From an optimization exercise on the open Yosys and OpenROAD flow, aimed at small area and a short achievable clock period; shortcuts taken in it are not production practice.
No run shown here included a check of the RTL's function; only the layout flow was run.
No activity file was given, so power comes from the tool's default toggle rates.

==> flow/design.v, too long to show whole: its modules and the start of the top module <==
// module fp32_mul: 1182 lines
// module fp32_mul_fa: 10 lines
// module fp32_mul_ha: 9 lines
// module fp32_mul_hai: 9 lines
module fp32_mul(
    input wire clk,
    input wire [31:0] a,         
    input wire [31:0] b,         
    input wire [2:0] rm,         
    output reg [31:0] result,    
    output wire nv,              
    output wire of,              
    output wire uf,              
    output wire nx               
);
  // ...
==> flow/run.sh <==
#!/bin/bash
# synth_recipe.tcl (not shown) runs the flow's synth.tcl, then flattens the netlist and writes it again
# the make line also repeats each setting of config.mk as NAME=value (left out here)
make -C /OpenROAD-flow-scripts/flow DESIGN_CONFIG=/design/flow/config.mk WORK_HOME=/design/flow/orfs CLKGATE_MAP_FILE= SYNTH_SCRIPT=/design/flow/synth_recipe.tcl finish
==> flow/config.mk <==
export PLATFORM = sky130hd
export DESIGN_NAME = fp32_mul
export DESIGN_NICKNAME = fp32_mul
export VERILOG_FILES = /design/flow/design.v
export SDC_FILE = /design/flow/constraint.sdc
export NUM_CORES = 4
export LEC_CHECK = 0
export CAP_MARGIN = 20
export CORE_MARGIN = 2
export CORE_UTILIZATION = 40
export SLEW_MARGIN = 20
export SYNTH_HIERARCHICAL = 1
==> flow/constraint.sdc <==
create_clock -name core_clock -period 8.2 [get_ports {clk}]
set_input_delay 1.6400 -clock core_clock [delete_from_list [all_inputs] [get_ports {clk}]]
set_output_delay 1.6400 -clock core_clock [all_outputs]
set_load 0.01 [all_outputs]
==> flow_summary.toml, run 1 <==
[status]
outcome = "no timing/DRC/antenna violations"

[placed_design]
place_ws_ns = 1.14
dp_hpwl_um = 75400

[cells_and_area]
clockBufferCount = 29
filler_cell_count = 6892
biggestCellCategory = "multi-input combinational cells"

[drt]
top_layer = "met5"
wl_met1_um = 41800
vias = 23016
drt-total-wl_um = 98500

[yosys]
synth_area_leaders = "fa_1 (34%), dfxtp_1 (16%), and2_1 (10%), ha_1 (5.4%), nor2_1 (3.1%)"
synth-compound-area-share_pct = 11.5
yosysSeqAreaShare_pct = 16.0
synth-simple-area-share_pct = 22.1

[power_and_ir_drop]
power.share.combinational_pct = 76.9
p_seq_mw = 1.74
seq_power_share_pct = 13.6

[worst_setup_path]
crit_path_end = "s2_sticky"
worst_path_largest_cell_delay_ns = 0.49
cp.depth = 29
r2r_cells = 29

[clocking]
cts_tree = "done"
cts.path.max_buffers = 3
clk_latency_ns = 0.60

[timing]
setup_violations = 0
holdWs_ns = 0.318
rsz0062_at_grt = "no"

[grt]
use_met1_pct = 35.5

[die]
dieArea_um2 = 74000
==> inputs of run 2 (changes only) <==
--- a/flow/design.v
+++ b/flow/design.v
@@ -5,80 +5,122 @@
     input wire [31:0] b,         
     input wire [2:0] rm,         
     output reg [31:0] result,    
     output wire nv,              
     output wire of,              
     output wire uf,              
     output wire nx               
 );
-    reg [31:0] s1_a;
-    reg [31:0] s1_b;
-    reg [2:0] s1_rm;
-    always @(posedge clk) begin
-        s1_a <= a;
-        s1_b <= b;
-        s1_rm <= rm;
-    end
-    wire [7:0] ea = s1_a[30:23];
-    wire [7:0] eb = s1_b[30:23];
-    wire [22:0] fa = s1_a[22:0];
-    wire [22:0] fb = s1_b[22:0];
+    function [4:0] msb_index;
+        input [31:0] x;
+        reg [15:0] x16;
+        reg [7:0] x8;
+        reg [3:0] x4;
+        reg [1:0] x2;
+        begin
+            msb_index[4] = |x[31:16];
+            x16 = msb_index[4] ? x[31:16] : x[15:0];
+            msb_index[3] = |x16[15:8];
+            x8 = msb_index[3] ? x16[15:8] : x16[7:0];
+            msb_index[2] = |x8[7:4];
+            x4 = msb_index[2] ? x8[7:4] : x8[3:0];
+            msb_index[1] = |x4[3:2];
+            x2 = msb_index[1] ? x4[3:2] : x4[1:0];
+            msb_index[0] = x2[1];
+        end
+    endfunction
+    function [4:0] lsb_index;
+        input [31:0] x;
+        reg [15:0] x16;
+        reg [7:0] x8;
+        reg [3:0] x4;
+        reg [1:0] x2;
+        begin
+            lsb_index[4] = ~|x[15:0];
+            x16 = lsb_index[4] ? x[31:16] : x[15:0];
+            lsb_index[3] = ~|x16[7:0];
+            x8 = lsb_index[3] ? x16[15:8] : x16[7:0];
+            lsb_index[2] = ~|x8[3:0];
+            x4 = lsb_index[2] ? x8[7:4] : x8[3:0];
+            lsb_index[1] = ~|x4[1:0];
+            x2 = lsb_index[1] ? x4[3:2] : x4[1:0];
+            lsb_index[0] = ~x2[0];
+        end
+    endfunction
+    wire [7:0] ea = a[30:23];
+    wire [7:0] eb = b[30:23];
+    wire [22:0] fa = a[22:0];
+    wire [22:0] fb = b[22:0];
     wire a_sub = (ea == 8'h00);
     wire b_sub = (eb == 8'h00);
     wire a_max = (ea == 8'hff);
     wire b_max = (eb == 8'hff);
     wire a_fz = (fa == 23'b0);
     wire b_fz = (fb == 23'b0);
-    wire [23:0] ma = {~a_sub, fa};
-    wire [23:0] mb = {~b_sub, fb};
     wire a_nan = a_max & ~a_fz;
     wire b_nan = b_max & ~b_fz;
     wire a_inf = a_max & a_fz;
     wire b_inf = b_max & b_fz;
     wire a_snan = a_max & ~fa[22] & (fa[21:0] != 22'b0);
     wire b_snan = b_max & ~fb[22] & (fb[21:0] != 22'b0);
     wire a_zero = a_sub & a_fz;
     wire b_zero = b_sub & b_fz;
-    wire s1_invalid = a_snan | b_snan | (a_inf & b_zero) | (a_zero & b_inf);
-    wire s1_is_nan = a_nan | b_nan | s1_invalid;
-    wire s1_is_inf = ~s1_is_nan & (a_inf | b_inf);
-    wire s1_is_zero = ~s1_is_nan & (a_zero | b_zero);
-    wire s1_sign = s1_a[31] ^ s1_b[31];
-    wire s1_m_rmm = (s1_rm == 3'b100);
-    wire s1_m_away = ((s1_rm == 3'b010) & s1_sign) | ((s1_rm == 3'b011) & ~s1_sign);
-    wire s1_m_rne = ~s1_m_rmm & ~(s1_rm == 3'b001) & ~(s1_rm == 3'b010) & ~(s1_rm == 3'b011);
-    reg [4:0] lza, lzb;
-    reg [4:0] tza, tzb;
-    integer i;
-    always @* begin
-        lza = 5'd22;
-        lzb = 5'd22;
-        for (i = 0; i <= 22; i = i + 1) begin
-            if (fa[i]) lza = 22 - i;
-            if (fb[i]) lzb = 22 - i;
-        end
-        tza = 5'd23;
-        tzb = 5'd23;
-        for (i = 22; i >= 0; i = i - 1) begin
-            if (fa[i]) tza = i;
-            if (fb[i]) tzb = i;
-        end
+    wire s0_invalid = a_snan | b_snan | (a_inf & b_zero) | (a_zero & b_inf);
+    wire s0_is_nan = a_nan | b_nan | s0_invalid;
+    wire s0_is_inf = ~s0_is_nan & (a_inf | b_inf);
+    wire s0_is_zero = ~s0_is_nan & (a_zero | b_zero);
+    wire s0_sign = a[31] ^ b[31];
+    wire s0_m_rmm = (rm == 3'b100);
+    wire s0_m_away = ((rm == 3'b010) & s0_sign) | ((rm == 3'b011) & ~s0_sign);
+    wire s0_m_rne = (rm != 3'b001) & (rm != 3'b010) & (rm != 3'b011) & (rm != 3'b100);
+    wire one_sub = a_sub ^ b_sub;
+    wire [4:0] p_sub = msb_index({9'b0, a_sub ? fa : fb});
+    wire [4:0] tza = a_fz ? 5'd23 : lsb_index({9'b0, fa});
+    wire [4:0] tzb = b_fz ? 5'd23 : lsb_index({9'b0, fb});
+    wire [5:0] tz1 = {1'b0, tza} + {1'b0, tzb} + 6'd1;
+    wire [9:0] fexp = {2'b0, ea[7:1], ea[0] | a_sub} + {2'b0, eb[7:1], eb[0] | b_sub} - 10'd127;
+    wire [4:0] sh_left = one_sub ? p_sub : 5'd23;
+    wire [9:0] sh_right = 10'd24 - fexp;
+    wire right_pos = ~sh_right[9];
+    wire right_wins = right_pos & (sh_right > {5'b0, sh_left});
+    wire right_big = right_pos & (sh_right > 10'd49);
+    wire [5:0] s0_rs = right_wins ? (right_big ? 6'd49 : sh_right[5:0]) : {1'b0, sh_left};
+    wire s0_sticky = (tz1 < {1'b0, sh_left}) | (right_pos & ({4'b0, tz1} < sh_right));
+    wire [9:0] s0_exp = one_sub ? fexp - 10'd23 + {5'b0, p_sub} : fexp;
+    wire s0_exp_le0 = s0_exp[9] | (s0_exp == 10'd0);
+    wire s0_exp_ge255 = ~s0_exp[9] & (s0_exp >= 10'd255);
+    wire s0_exp_eq254 = (s0_exp == 10'd254);
+    reg [23:0] ma;
+    reg [23:0] mb;
+    reg [5:0] s1_rs;
+    reg s1_sticky;
+    reg [7:0] s1_exp;
+    reg s1_exp_le0, s1_exp_ge255, s1_exp_eq254;
+    reg s1_sign;
+    reg s1_m_rne, s1_m_rmm, s1_m_away;
+    reg s1_invalid, s1_is_nan, s1_is_inf, s1_is_zero;
+    always @(posedge clk) begin
+        ma <= {~a_sub, fa};
+        mb <= {~b_sub, fb};
+        s1_rs <= s0_rs;
+        s1_sticky <= s0_sticky;
+        s1_exp <= s0_exp[7:0];
+        s1_exp_le0 <= s0_exp_le0;
+        s1_exp_ge255 <= s0_exp_ge255;
+        s1_exp_eq254 <= s0_exp_eq254;
+        s1_sign <= s0_sign;
+        s1_m_rne <= s0_m_rne;
+        s1_m_rmm <= s0_m_rmm;
+        s1_m_away <= s0_m_away;
+        s1_invalid <= s0_invalid;
+        s1_is_nan <= s0_is_nan;
+        s1_is_inf <= s0_is_inf;
+        s1_is_zero <= s0_is_zero;
     end
-    wire [5:0] lsa = a_sub ? {1'b0, lza} + 6'd1 : 6'd0;
-    wire [5:0] lsb = b_sub ? {1'b0, lzb} + 6'd1 : 6'd0;
-    wire [5:0] lsum = lsa + lsb;
-    wire [9:0] fexp = {2'b0, ea | {7'b0, a_sub}} + {2'b0, eb | {7'b0, b_sub}} - 10'd127;
-    wire [9:0] s1_exp = fexp - {4'b0, lsum};
-    wire signed [10:0] r_left = 11'sd23 - $signed({5'b0, lsum});
-    wire signed [10:0] r_right = 11'sd24 - $signed({fexp[9], fexp});
-    wire signed [10:0] r_max = (r_left > r_right) ? r_left : r_right;
-    wire [5:0] s1_rs = (r_max > 11'sd49) ? 6'd49 : r_max[5:0];
-    wire [5:0] tzsum = {1'b0, tza} + {1'b0, tzb};
-    wire s1_sticky = ({1'b0, tzsum} + 7'd1) < {1'b0, s1_rs};
     wire [575:0] pp;
     genvar gi, gj;
     generate
         for (gi = 0; gi < 24; gi = gi + 1) begin : g_pp_i
             for (gj = 0; gj < 24; gj = gj + 1) begin : g_pp_j
                 assign pp[gi*24+gj] = ma[gi] & mb[gj];
             end
         end
@@ -1098,26 +1140,30 @@
     wire t505s, t505c;
     fp32_mul_fa u_t505 (.x(pp[551]), .y(pp[574]), .z(t503c), .s(t505s), .c(t505c));
     assign ts = {1'b0, pp[575], t505s, t504s, t499c, t499s, t490c, t484c, t484s, t477s, t469s, t450c, t439c, t427c, t414c, t414s, t400s, t369c, t352c, t334c, t315c, t315s, t274c, t252c, t251s, t209c, t189c, t170c, t152c, t135c, t119c, t118s, t90c, t77c, t65c, t54c, t53s, t35c, t34s, t26s, t19s, t13s, t8s, t5s, t1s, pp[48], pp[1], pp[0]};
     assign tc = {1'b0, t505c, t504c, t502c, t502s, t495c, t495s, t490s, t477c, t469c, t460c, t460s, t450s, t439s, t427s, t400c, t385c, t385s, t369s, t352s, t334s, t295c, t295s, t274s, t252s, t230s, t209s, t189s, t170s, t152s, t135s, t119s, t104s, t90s, t77s, t65s, t54s, t44s, t35s, t27s, t20s, t14s, t9s, t4s, t2s, t0s, pp[24], 1'b0};
     reg [47:0] ts2;
     reg [47:0] tc2;
     reg [5:0] s2_rs;
     reg s2_sticky;
-    reg [9:0] s2_exp;
+    reg [7:0] s2_exp;
+    reg s2_exp_le0, s2_exp_ge255, s2_exp_eq254;
     reg s2_sign;
     reg s2_m_rne, s2_m_rmm, s2_m_away;
     reg s2_invalid, s2_is_nan, s2_is_inf, s2_is_zero;
     always @(posedge clk) begin
         ts2 <= ts;
         tc2 <= tc;
         s2_rs <= s1_rs;
         s2_sticky <= s1_sticky;
         s2_exp <= s1_exp;
+        s2_exp_le0 <= s1_exp_le0;
+        s2_exp_ge255 <= s1_exp_ge255;
+        s2_exp_eq254 <= s1_exp_eq254;
         s2_sign <= s1_sign;
         s2_m_rne <= s1_m_rne;
         s2_m_rmm <= s1_m_rmm;
         s2_m_away <= s1_m_away;
         s2_invalid <= s1_invalid;
         s2_is_nan <= s1_is_nan;
         s2_is_inf <= s1_is_inf;
         s2_is_zero <= s1_is_zero;
@@ -1128,62 +1174,63 @@
     wire hi = sig[26];
     wire g = hi ? sig[2] : sig[1];
     wire rest = hi ? (sig[1] | sig[0]) : sig[0];
     wire lsbit = hi ? sig[3] : sig[2];
     wire s2_inexact = g | rest;
     wire s2_add_one = (s2_m_rne & g & (lsbit | rest)) |
                       (s2_m_rmm & g) |
                       (s2_m_away & s2_inexact);
-    reg [24:0] s3_sig;
-    reg s3_add_one;
+    wire [23:0] s2_mant = hi ? sig[26:3] : sig[25:2];
+    wire s2_inc = hi ? (s2_add_one & sig[2]) : s2_add_one;
+    reg [23:0] s3_mant;
+    reg s3_inc;
+    reg s3_hi;
     reg s3_inexact;
     reg s3_sign;
     reg [7:0] s3_exp;
-    reg s3_exp_le0;
-    reg s3_exp_ge255;
-    reg s3_exp_eq254;
+    reg s3_exp_le0, s3_exp_ge255, s3_exp_eq254;
     reg s3_of_to_max;
     reg s3_invalid, s3_is_nan, s3_is_inf, s3_is_zero;
     always @(posedge clk) begin
-        s3_sig <= sig[26:2];
-        s3_add_one <= s2_add_one;
+        s3_mant <= s2_mant;
+        s3_inc <= s2_inc;
+        s3_hi <= hi;
         s3_inexact <= s2_inexact;
         s3_sign <= s2_sign;
-        s3_exp <= s2_exp[7:0];
-        s3_exp_le0 <= s2_exp[9] | (s2_exp == 10'd0);
-        s3_exp_ge255 <= ~s2_exp[9] & (s2_exp >= 10'd255);
-        s3_exp_eq254 <= (s2_exp == 10'd254);
+        s3_exp <= s2_exp;
+        s3_exp_le0 <= s2_exp_le0;
+        s3_exp_ge255 <= s2_exp_ge255;
+        s3_exp_eq254 <= s2_exp_eq254;
         s3_of_to_max <= ~(s2_m_rne | s2_m_rmm | s2_m_away);
         s3_invalid <= s2_invalid;
         s3_is_nan <= s2_is_nan;
         s3_is_inf <= s2_is_inf;
         s3_is_zero <= s2_is_zero;
     end
-    wire [24:0] rounded = s3_sig + {24'b0, s3_add_one};
-    wire carry = rounded[24];
-    wire [22:0] res_signif = carry ? rounded[23:1] : rounded[22:0];
+    wire [24:0] rounded = {1'b0, s3_mant} + {24'b0, s3_inc};
+    wire carry = s3_hi | rounded[24];
     wire ovf = ~s3_exp_le0 & (s3_exp_ge255 | (s3_exp_eq254 & carry));
-    wire [7:0] res_exp = s3_exp_le0 ? {7'b0, rounded[23]} : (s3_exp + {7'b0, carry});
+    wire [7:0] res_exp = s3_exp_le0 ? {7'b0, rounded[23]} : (carry ? s3_exp + 8'd1 : s3_exp);
     wire special = s3_is_nan | s3_is_inf | s3_is_zero;
     assign nv = s3_invalid;
     assign of = ~special & ovf;
     assign uf = ~special & s3_exp_le0 & ~rounded[23] & s3_inexact;
     assign nx = ~special & (s3_inexact | ovf);
     always @* begin
         if (s3_is_nan)
             result = 32'h7fc00000;
         else if (s3_is_inf)
             result = {s3_sign, 8'hff, 23'b0};
         else if (s3_is_zero)
             result = {s3_sign, 31'b0};
         else if (ovf)
             result = s3_of_to_max ? {s3_sign, 8'hfe, {23{1'b1}}} : {s3_sign, 8'hff, 23'b0};
         else
-            result = {s3_sign, res_exp, res_signif};
+            result = {s3_sign, res_exp, rounded[22:0]};
     end
 endmodule
 `default_nettype wire
 module fp32_mul_fa(
     input wire x,
     input wire y,
     input wire z,
     output wire s,
==> flow/config.mk (replaced) <==
export PLATFORM = sky130hd
export DESIGN_NAME = fp32_mul
export DESIGN_NICKNAME = fp32_mul
export VERILOG_FILES = /design/flow/design.v
export SDC_FILE = /design/flow/constraint.sdc
export NUM_CORES = 4
export LEC_CHECK = 0
export CAP_MARGIN = 20
export CORE_MARGIN = 2
export CORE_UTILIZATION = 40
export SETUP_SLACK_MARGIN = 3.5
export SLEW_MARGIN = 20
export SYNTH_HIERARCHICAL = 1
==> run 2 against run 1 <==
  * Wire length up 4.5%
  * Fmax up 26%
  * Area after synthesis increased by 2.2%
  * Largest power group unchanged
  * Combinational power decreased by 0.7%
  * Still clean on timing, DRC and antenna
  * Die area increased by 2.2%
  * Cell area rose by 8.2%
  * Critical path depth is 4 lower
==> flow_summary.toml, run 2 <==
[status]
outcome = "no timing/DRC/antenna violations"

[timing]
drv_slew = 0
setup_violations = 0
rsz0062_at_grt = "yes"
max_freq_mhz = 176
min_period_ns = 5.70
maxSlewHeadroom_pct = 41.0
finalCritPeriodShare_pct = 69.5
skew_ns = 0.0336
tightest_slew_ns = 0.881
hold_viol = 0
tns_ns = 0

[clocking]
clk_pin_slew_ns = 0.06
cts_sinks = 237
cts_tree = "done"
clockRootBuffer = "clkbuf_16"
h-tree-depth = 1
cts.path.max_buffers = 3
numCtsBuffers = 29
clk_latency_ns = 0.58

[yosys]
synth_area_leaders = "fa_1 (33%), dfxtp_1 (16%), and2_1 (13%), ha_1 (5.3%), a21oi_1 (2.9%)"
yosysMostFrequentCell = "and2_1"
syn_inst = 3023
synth_ff_type = "dfxtp_1"
yosysTopAreaCell = "fa_1"
yosysSeqAreaShare_pct = 16.2
syn_nets = 3702
yosys.cell_types.count = 106
ys_warn_count = 7
synth.cell_area_um2 = 29400
synth-edff-count = 0
synth_top_area_share_pct = 33.2
synth-seq-cells = 237
syn_area_per_cell_um2 = 9.72
async_reset_ff_share_pct = 0
synth_common_cells = "and2_1 (597), fa_1 (487), dfxtp_1 (237)"

[die]
io_pins = 104
core_um2 = 72800
die_y_um = 275
dieArea_um2 = 75600
die_w_um = 275
initial_utilization_pct = 40.3
rows = 99

[worst_setup_path]
r2r_cells = 10
cp_num_buf_inv = 3
critPathKind = "in -> reg"
r2r_start = "ma[5]"
crit_family = "simple AND/OR/NAND/NOR gates"
worst_path_largest_cell_delay_ns = 0.56
slowest_stage = "or4_4"
cp.depth = 25
crit_fanout = 6
cp-end-kind = "register"
worst_setup_path_start_kind = "primary input"
regToRegSetupSlack_ns = 3.56
crit_arrival_ns = 6.18
required_ns = 8.69
rr_endpoint = "tc2[25]"

[power_and_ir_drop]
power_density_nw_per_um2 = 379
switchingPower_mw = 6.54
seq_power_share_pct = 13.7
p_int_mw = 6.40
power.share.combinational_pct = 75.7
clock_power_share_pct = 10.5
total_power_mw = 12.9
cellLeakagePower_nw = 14.2
vdd_drop_max_mv = 0.185
switching_share_pct = 50.6

[drt]
drtPass1Iterations = 5
first_iter_violations = 1931
drt-total-wl_um = 103000
vias = 24312
viasPerCell = 5.90
wl_per_cell_um = 25.0
drc = 0
antenna_left = 0

[worst_hold_path]
holdPathEnd = "s2_rs[3]"
hold_class = "reg -> reg"
holdPathStages = 0
min-delay-start = "s1_rs[3]"

[cells_and_area]
drive_above_1_share_pct = 14.6
area_growth_pct = 16.2
final_cell_mix = "and2_1 (596), fa_1 (483), dfxtp_1 (220)"
top_register = "ts2"
reg_top3 = "ts2 x47, tc2 x46"
final_common_cell = "and2_1"
largest_register_ffs = 47
stdcell_count = 4120
fin_nets = 3817
filler_cell_count = 6865

[grt]
antenna_found_initial = 1
grt_overflow = 0
grt_max_degree = 53
grt_pass1_vias = 26573
grt_pass1_wl_um = 157000
grt_usage_pct = 27.0

[placed_design]
port_buffers = 103
place_inst = 3957
dp_hpwl_um = 73600
gp_congestion = 0.917

[run]
drv_cap = 0
run 2: cell count changes after synthesis, sizes merged, moves of 18 or more:
| cell | before | now |
|---|---|---|
| and2 | 474 | 597 |
| clkbuf | 162 | 142 |
| inv | 73 | 55 |
| mux2i | 70 | 48 |
| nor2 | 241 | 147 |
| nor2b | 44 | 11 |
| nor3 | 84 | 50 |
run 2: cells by family (layout without fill, tap and decap cells):
logic type | count (synthesis) | after routing | share of synthesized area [%]
flip-flops | 237 | 237 | 16.2
XOR/XNOR | 93 | 93 | 2.82
buffers and inverters | 247 | 383 | 3.44
multiplexers | 80 | 80 | 3.32
AND/OR/NAND/NOR | 1175 | 1176 | 22.2
AO/OA/AOI/OAI | 580 | 580 | 13.6
adder cells (fa/ha/maj) | 611 | 611 | 38.5
other | 0 | 1 | 0
run 2: layout make-up:
type	instances	area, um^2	area share (%)
antenna	1	2.50	0.00733
clock buffer	33	771	2.26
clock inverter	20	249	0.729
inverter	57	231	0.678
multi-input combinational	2540	24300	71.2
sequential	237	4780	14.0
tap	959	1200	3.51
timing repair buffer	273	2600	7.63
run 2: per-module statistics from Yosys (local to each module, per instance):
module / cells / area, um^2 / times used
fp32_mul: 2517 / 19400 / 1
fp32_mul_ha: 1 / 12.5 / 23
fp32_mul_fa: 1 / 20.0 / 483
run 2: how the worst max path moves through the flow:
stage	startpoint	to	slack (ns)
finish	a[9]	s1_exp_eq254	2.50
global route	b[10]	s1_sticky	2.31
CTS	b[8]	s1_sticky	2.46
detailed placement	a[28]	s1_exp_eq254	0.89
global placement	a[28]	s1_exp_eq254	0.91
floorplan	b[8]	s1_sticky	2.33
run 2: what timing repair did:
item,4_1_cts,5_1_grt
pin swaps,42,56
endpoints found under the setup margin,68,72
cloned,3,2
setup buffers,65,39
resized for setup,264,187
hold buffers,0,0
run 2: worst register-to-register path: stages, from the launching register on:
cell	delay, ns
dfxtp_2	0.35
buf_12	0.17
and2_1	0.21
fa_1	0.45
fa_1	0.51
fa_1	0.53
fa_1	0.48
fa_1	0.43
fa_1	0.49
fa_1	0.43
fa_1	0.45
run 2: power by group through the flow:
stage | logic [mW] | registers, mW | clock network [mW]
detailed placement | 9.41 | 1.79 | 0
CTS | 9.54 | 1.77 | 1.40
global placement | 9.30 | 1.78 | 0
finish | 9.80 | 1.78 | 1.36
global route | 10.7 | 1.81 | 1.44
floorplan | 6.55 | 1.72 | 0
run 2: per-stage QoR:
stage	hold WS [ns]	util (%)	setup WS, ns	cell area, um^2
after floorplan	0.310	-	2.33	29500
after global placement	0.310	43.1	0.911	31400
after detailed placement	0.312	43.1	0.893	31400
after CTS	0.327	45.9	2.46	33400
after global routing	0.333	46.9	2.31	34100
final	0.325	46.9	2.50	34100
run 2: routing by layer:
metal / global-route usage [%] / routed length, um / up-vias
met5: 0 / 11 / -
met3: 3.70 / 7000 / 287
li1: - / - / 10587
met4: 12.3 / 5100 / 2
met1: 35.0 / 42300 / 12305
met2: 44.9 / 48600 / 1131
==> inputs of run 3 (changes only) <==
--- a/flow/config.mk
+++ b/flow/config.mk
@@ -8,6 +8,5 @@
 export CAP_MARGIN = 20
 export CORE_MARGIN = 2
 export CORE_UTILIZATION = 40
-export SETUP_SLACK_MARGIN = 3.5
 export SLEW_MARGIN = 20
 export SYNTH_HIERARCHICAL = 1
==> run 3 against run 2 <==
  * Flip-flop and latch count did not move
  * Clock-buffer cell count rose by 3
  * Clock power fell by 4%
  * Core utilization fell by 2.6 points
  * Area after synthesis did not move
  * Non-clock buffer count fell by 109
  * Hold slack barely moved
  * Global-route usage fell by 0.65 points
  * Sequential power barely moved
  * Cell area fell by 5.5%
  * Combinational power fell by 2.1%
  * Critical path type unchanged
  * Largest cell class unchanged
  * Highest routed layer unchanged
==> flow_summary.toml, run 3 <==
[drt]
first_iter_violations = 1998
drt-total-wl_um = 99700
vias = 23809
viasPerCell = 5.93
drc = 0
drtPass1Iterations = 6
antenna_left = 0
wl_per_cell_um = 24.8

[placed_design]
gp_congestion = 0.952
port_buffers = 103
place_ws_ns = 0.724
place_inst = 3956
dp_hpwl_um = 73000

[clocking]
post_cts_buffers = 0
clk_latency_ns = 0.60
ctsHoldBuffers = 0
h-tree-depth = 1
clockRootBuffer = "clkbuf_16"
cts.path.max_buffers = 3
clk_pin_slew_ns = 0.06
numCtsBuffers = 29
cts_tree = "done"
post_cts_resized = 0
cts_sinks = 237

[yosys]
yosysSeqAreaShare_pct = 16.2
synth_common_cells = "and2_1 (597), fa_1 (487), dfxtp_1 (237)"
synth-edff-count = 0
yosysTopAreaCell = "fa_1"
yosys.cell_types.count = 106
async_reset_ff_share_pct = 0
syn_inst = 3023
synth_top_area_share_pct = 33.2
syn_nets = 3702
synth_ff_type = "dfxtp_1"
synth.cell_area_um2 = 29400
syn_area_per_cell_um2 = 9.72
synth-seq-cells = 237
synth_area_leaders = "fa_1 (33%), dfxtp_1 (16%), and2_1 (13%), ha_1 (5.3%), a21oi_1 (2.9%)"
yosysMostFrequentCell = "and2_1"
ys_warn_count = 7

[grt]
antenna_found_initial = 3
grt_usage_pct = 26.4
grt_overflow = 0
grt_pass1_wl_um = 153000
grt_pass1_vias = 25724
grt_max_degree = 64

[die]
die_y_um = 275
core_um2 = 72800
rows = 99
dieArea_um2 = 75600
initial_utilization_pct = 40.3
die_w_um = 275
io_pins = 104

[worst_setup_path]
slowest_stage = "or4_1"
required_ns = 8.72
critPathKind = "in -> reg"
crit_family = "simple AND/OR/NAND/NOR gates"
worstPathCellList = "clkdlybuf4s50_1 > or4_1 > nor4_1 > and3_1 > a21oi_1 > nand4_1 > nor2_1 > a21oi_1 > nand2_1 > and3_1 > o21ai_0 > nand2_1 > ha_1 > fa_1 > inv_1 > ha_1 > a21o_1 > a21oi_1 > nor2b_1 > o21ai_0 > nand2b_1 > a21oi_1 > nor3_1 > o22ai_1"
cpMostUsedCell = "a21oi_1"
crit_arrival_ns = 7.52
cp_num_buf_inv = 2
cp-end-kind = "register"
worst_path_largest_cell_delay_ns = 0.63
crit_fanout = 11
worst_setup_path_start_kind = "primary input"

[cells_and_area]
reg_top3 = "ts2 x47, tc2 x46"
largest_register_ffs = 47
final_cell_mix = "and2_1 (597), fa_1 (487), dfxtp_1 (233)"
final_util_pct = 44.3
fin_nets = 3707
top_register = "ts2"
drive_above_1_share_pct = 6.39
stdcell_count = 4014
final_common_cell = "and2_1"
area_growth_pct = 9.80

[timing]
drv_slew = 0
skew_ns = 0.0190
maxSlewHeadroom_pct = 44.0
setup_ws_ns = 1.20
finalCritPeriodShare_pct = 85.4
hold_viol = 0
setup_violations = 0
rsz0062_at_grt = "no"
max_freq_mhz = 143
tightest_slew_ns = 0.837
tns_ns = 0
min_period_ns = 7.00

[status]
outcome = "no timing/DRC/antenna violations"

[worst_hold_path]
hold_class = "reg -> reg"

[power_and_ir_drop]
total_power_mw = 12.7
power_density_nw_per_um2 = 392
vdd_drop_max_mv = 0.191
cellLeakagePower_nw = 13.2

[run]
drv_cap = 0
-- run 3: per-module statistics from Yosys, one instance, submodules excluded --
module	area [um^2]	cells	times used	flip-flops and latches
fp32_mul_ha	12.5	1	23	0
fp32_mul	19400	2517	1	237
fp32_mul_fa	20.0	1	483	0
-- run 3: logic make-up after synthesis --
| group | after synthesis | share of synthesized area [%] |
|---|---|---|
| simple gates | 1175 | 22.2 |
| buf+inv | 247 | 3.44 |
| xor+xnor | 93 | 2.82 |
| flops | 237 | 16.2 |
| fa+ha+maj | 611 | 38.5 |
| compound gates | 580 | 13.6 |
| mux | 80 | 3.32 |
-- run 3: final timing paths --
path,start,end,slack (ns),cells past startpoint
setup / recovery,a[9],s1_sticky,1.20,24
hold / removal,s1_m_rne,s2_m_rne,0.32,0
setup reg to reg,ma[14],tc2[25],2.96,10
hold reg to reg,s1_m_rne,s2_m_rne,0.32,0
-- run 3: area by class of cell --
cell class	count	area, um^2
clock inverters	18	213
repair buffers	164	1490
diodes	4	10.0
multi-input cells	2539	23600
well taps	959	1200
flip-flops and latches	237	4750
clock buffers	36	752
fillers	6998	40600
inverters	57	214
-- run 3: report_power, final --
part           internal [mW]  leakage [nW]  switching, mW
Sequential              1.59          1.98          0.163
Combinational           3.86          10.7           5.73
Clock                  0.756         0.453          0.551
Total                   6.21          13.2           6.44
-- run 3: routing by layer --
layer  up-vias  GRT usage (%)  wire [um]
li1      10364              -          -
met1     12150           34.6      41700
met2      1052           44.1      47900
met3       241           3.67       6170
met4         2           10.3       3980
met5         -              0         23
-- run 3: through the flow --
step	hold slack [ns]	area (um^2)
floorplan	0.310	29400
global placement	0.311	31300
detailed placement	0.312	31300
CTS	0.326	32200
global route	0.329	32200
finish	0.325	32300

-- separate check: timing with driven ports --
The flow's constraints put no driver on any port. The routed layouts listed below were extracted and timed again, unchanged, in two steps. Step 1 (the two cells are an assumption about what drives the block):
set clk [get_ports {clk}]
set_driving_cell -lib_cell sky130_fd_sc_hd__clkbuf_16 $clk
set_driving_cell -lib_cell sky130_fd_sc_hd__buf_2 [delete_from_list [all_inputs] $clk]
Step 2 moves the port delays by t, midway between the first and last clock arrival at a register: inputs arrive t later, outputs are due t later. That takes back most of the time a late clock gives input paths. Three values: no drivers, after step 1, after step 2; two values: the first two.
run	t (ns)	setup WS [ns]	worst setup path at the end	worst data-port slew with drivers (ns)
run 1	0.633	1.000 / 1.000 / 1.000	register to register	0.04
run 2	0.631	2.504 / 2.525 / 1.894	input to register	0.06
run 3	0.655	1.195 / 1.233 / 0.579	input to register	0.06
After both steps setup and hold are still met in every run listed. The setup slack of run 3, which loses most, moves by +0.038 ns with the drivers and by -0.616 ns with both steps.
